Context: an optimization exercise on an open-source flow, tuned for small area. The choices shown serve that exercise and are no tape-out recipe. Only simulation tests tie the RTL to the original design; equivalence was not proved.

==> trial 67 <==
Design chen_cordic, start of the top module:
module chen_cordic #(
    parameter ROTATE_TYPE = "ROTATE",
    parameter DATABITS = 17,
    parameter ITERATIONS = 16
)(
    input clk,
    input rst_n,
    input Validin,
    input signed [DATABITS-1:0] Xin,
    input signed [DATABITS-1:0] Yin,
    input signed [17:0] Ain,
    output Validout,
    output signed [DATABITS-1:0] Xout,
    output signed [DATABITS-1:0] Yout,
    output signed [17:0] Aout
);
export LEC_CHECK = 0
export CAP_MARGIN = 20
export CORE_MARGIN = 2
export CORE_UTILIZATION = 70
export CTS_BUF_LIST = sky130_fd_sc_hd__clkbuf_8
export CTS_CLUSTER_DIAMETER = 60
export CTS_CLUSTER_SIZE = 20
export GPL_TIMING_DRIVEN = 0
export SLEW_MARGIN = 20
export SYNTH_HIERARCHICAL = 1
export SYNTH_MINIMUM_KEEP_SIZE = 0
create_clock -name core_clock -period 6.5 [get_ports {clk}]
standard.sh (not shown) runs the stock make flow with config.mk's settings and CLKGATE_MAP_FILE= SYNTH_SCRIPT=/design/flow/synth_recipe.tcl, a recipe that flattens the netlist after the stock synthesis.
==> flow/flow/run.sh <==
#!/bin/bash
# The standard layout (the standard.sh, all steps), with one change: the buffer that
# placement puts on every input and output port is a plain sky130_fd_sc_hd__buf_1 instead of
# the cell buffer_ports picks by itself (a 10 um2 delay buffer). Every port still gets its buffer.
set -euo pipefail
export BUFFER_PORTS_ARGS="-buffer_cell sky130_fd_sc_hd__buf_1"
bash standard.sh > standard.log 2>&1
==> build 70: changes against trial 67 <==
==> flow/config.mk (replaced) <==
export PLATFORM = sky130hd
export DESIGN_NAME = chen_cordic
export DESIGN_NICKNAME = chen_cordic
export VERILOG_FILES = /design/flow/design.v
export SDC_FILE = /design/flow/constraint.sdc
export NUM_CORES = 4
export LEC_CHECK = 0
export CAP_MARGIN = 0
export CORE_MARGIN = 2
export CORE_UTILIZATION = 70
export CTS_BUF_LIST = sky130_fd_sc_hd__clkbuf_8
export CTS_CLUSTER_DIAMETER = 60
export CTS_CLUSTER_SIZE = 20
export SLEW_MARGIN = 0
export SYNTH_HIERARCHICAL = 1
export SYNTH_MINIMUM_KEEP_SIZE = 0
==> comparison table <==
metric                                                               build 70           trial 67
Run status                                           timing/DRC/antenna clean  timing/DRC/antenna clean
Met3 layer wire length in the routed design                           1.87 mm            1.50 mm
CP Depth                                                                   15                 16
Met1 track demand over resource                                         0.302              0.308
Peak per-stage delay on the critical path                             0.47 ns            0.52 ns
Placer congestion estimate                                              0.898              0.872
Layout Nets                                                              3223               3286
CP Data Required Time                                                 7.05 ns            7.02 ns
Hold_ws                                                              0.325 ns           0.313 ns
Skew final                                                          0.0296 ns          0.0480 ns
Fillers                                                                  3044               2821
Count of vias placed by the detailed router                             15.4k              15.8k
Critical path buffers and inverters                                         0                  1
Highest routed metal layer                                               met4               met5
Area of all placed cells without fillers                            35900 µm²          36800 µm²
Share of final layout cell area taken by non-clock buffers             0.0235             0.0341
Reg-to-reg slack, setup                                               0.13 ns             0.1 ns
Aggregate global-route resource usage                                   0.234              0.239
Multi-input gate share of total cell area                               0.555              0.554
Minimum period implied by the final worst setup slack                 6.37 ns            6.40 ns
End of the worst register-to-register path                  r6_n670_s$_DFF_P_  r3_n431_s$_DFF_P_
Post-CTS Repair Setup Buffers                                               0                 10
Arrival time worst endpoint                                           6.91 ns            6.93 ns
Register area                                                       12900 µm²          12900 µm²

---

==> inputs of violet <==
chen_cordic, a different RTL version from the one above (not shown whole).
clock: 6.5 ns
lec_check: 0
cap_margin: 20
core_margin: 2
core_utilization: 40
cts_buf_list: sky130_fd_sc_hd__clkbuf_8
cts_cluster_diameter: 50
cts_cluster_size: 16
slew_margin: 20
synth_hierarchical: 1
synth_minimum_keep_size: 0
run.sh (not shown) runs the stock make flow with config.mk's settings and CLKGATE_MAP_FILE= SYNTH_SCRIPT=/design/flow/synth_recipe.tcl, a recipe that flattens the netlist after the stock synthesis.
Stock flow here: none of the scripts above is used.
==> indigo: changes against violet <==
Settings changed: CTS_CLUSTER_DIAMETER 50 to 60, CTS_CLUSTER_SIZE 16 to 20.
==> cedar: changes against violet <==
Settings changed: CTS_BUF_LIST sky130_fd_sc_hd__clkbuf_8 to unset, CTS_CLUSTER_DIAMETER 50 to unset, CTS_CLUSTER_SIZE 16 to unset.
==> sierra: changes against violet <==
Settings changed: CTS_BUF_LIST sky130_fd_sc_hd__clkbuf_8 to sky130_fd_sc_hd__clkbuf_4 sky130_fd_sc_hd__clkbuf_8 sky130_fd_sc_hd__clkbuf_16, CTS_CLUSTER_DIAMETER 50 to 40.
==> notes <==
- indigo produced a clean layout. cedar finished with timing, DRC and antenna clean. sierra finished with timing, DRC and antenna clean. violet completed with no timing, DRC or antenna violations.
- Cell count: sierra > violet > cedar > indigo.
- The highest routed wire length belongs to cedar, the lowest to indigo.
- Of violet and sierra, violet has the higher clock skew (gap 0.013 ns).
- Count of clock-buffer cells in the layout: sierra > cedar > violet > indigo.

## what the ideal ports hide
The results above use ideal ports. As a check the final layouts listed here were re-extracted and re-timed, cells and wires unchanged. Step 1 (the two cells are an assumption about what drives the block):
set clk [get_ports {clk}]
set_driving_cell -lib_cell sky130_fd_sc_hd__clkbuf_16 $clk
set_driving_cell -lib_cell sky130_fd_sc_hd__buf_2 [delete_from_list [all_inputs] $clk]
Step 2 moves the port delays by t, midway between the first and last clock arrival at a register: inputs arrive t later, outputs are due t later. That takes back most of the time a late clock gives input paths. Three values: ideal, step 1, step 2; two values: the first two.
run | t, ns | slack for setup (ns) | worst setup path after step 2 | worst data-port slew with drivers (ns) | cell pins on the clock port's net
trial 67 | 0.708 | 0.096 / 0.096 / -0.305 | input to register | 0.04 | 1
build 70 | 0.706 | 0.134 / 0.134 / 0.134 | register to register | 0.04 | 1
violet | 0.752 | 0.170 / 0.170 / 0.170 | register to register | 0.05 | 1
indigo | 0.764 | 0.140 / 0.140 / 0.140 | register to register | 0.05 | 1
cedar | 0.684 | 0.174 / 0.174 / 0.174 | register to register | 0.05 | 1
sierra | 0.696 | 0.147 / 0.147 / 0.147 | register to register | 0.05 | 1
Met with ideal ports but missed after step 2: setup timing in trial 67. For trial 67, which loses most, drivers alone change the setup slack by 0.000 ns; drivers and shift together by -0.401 ns.
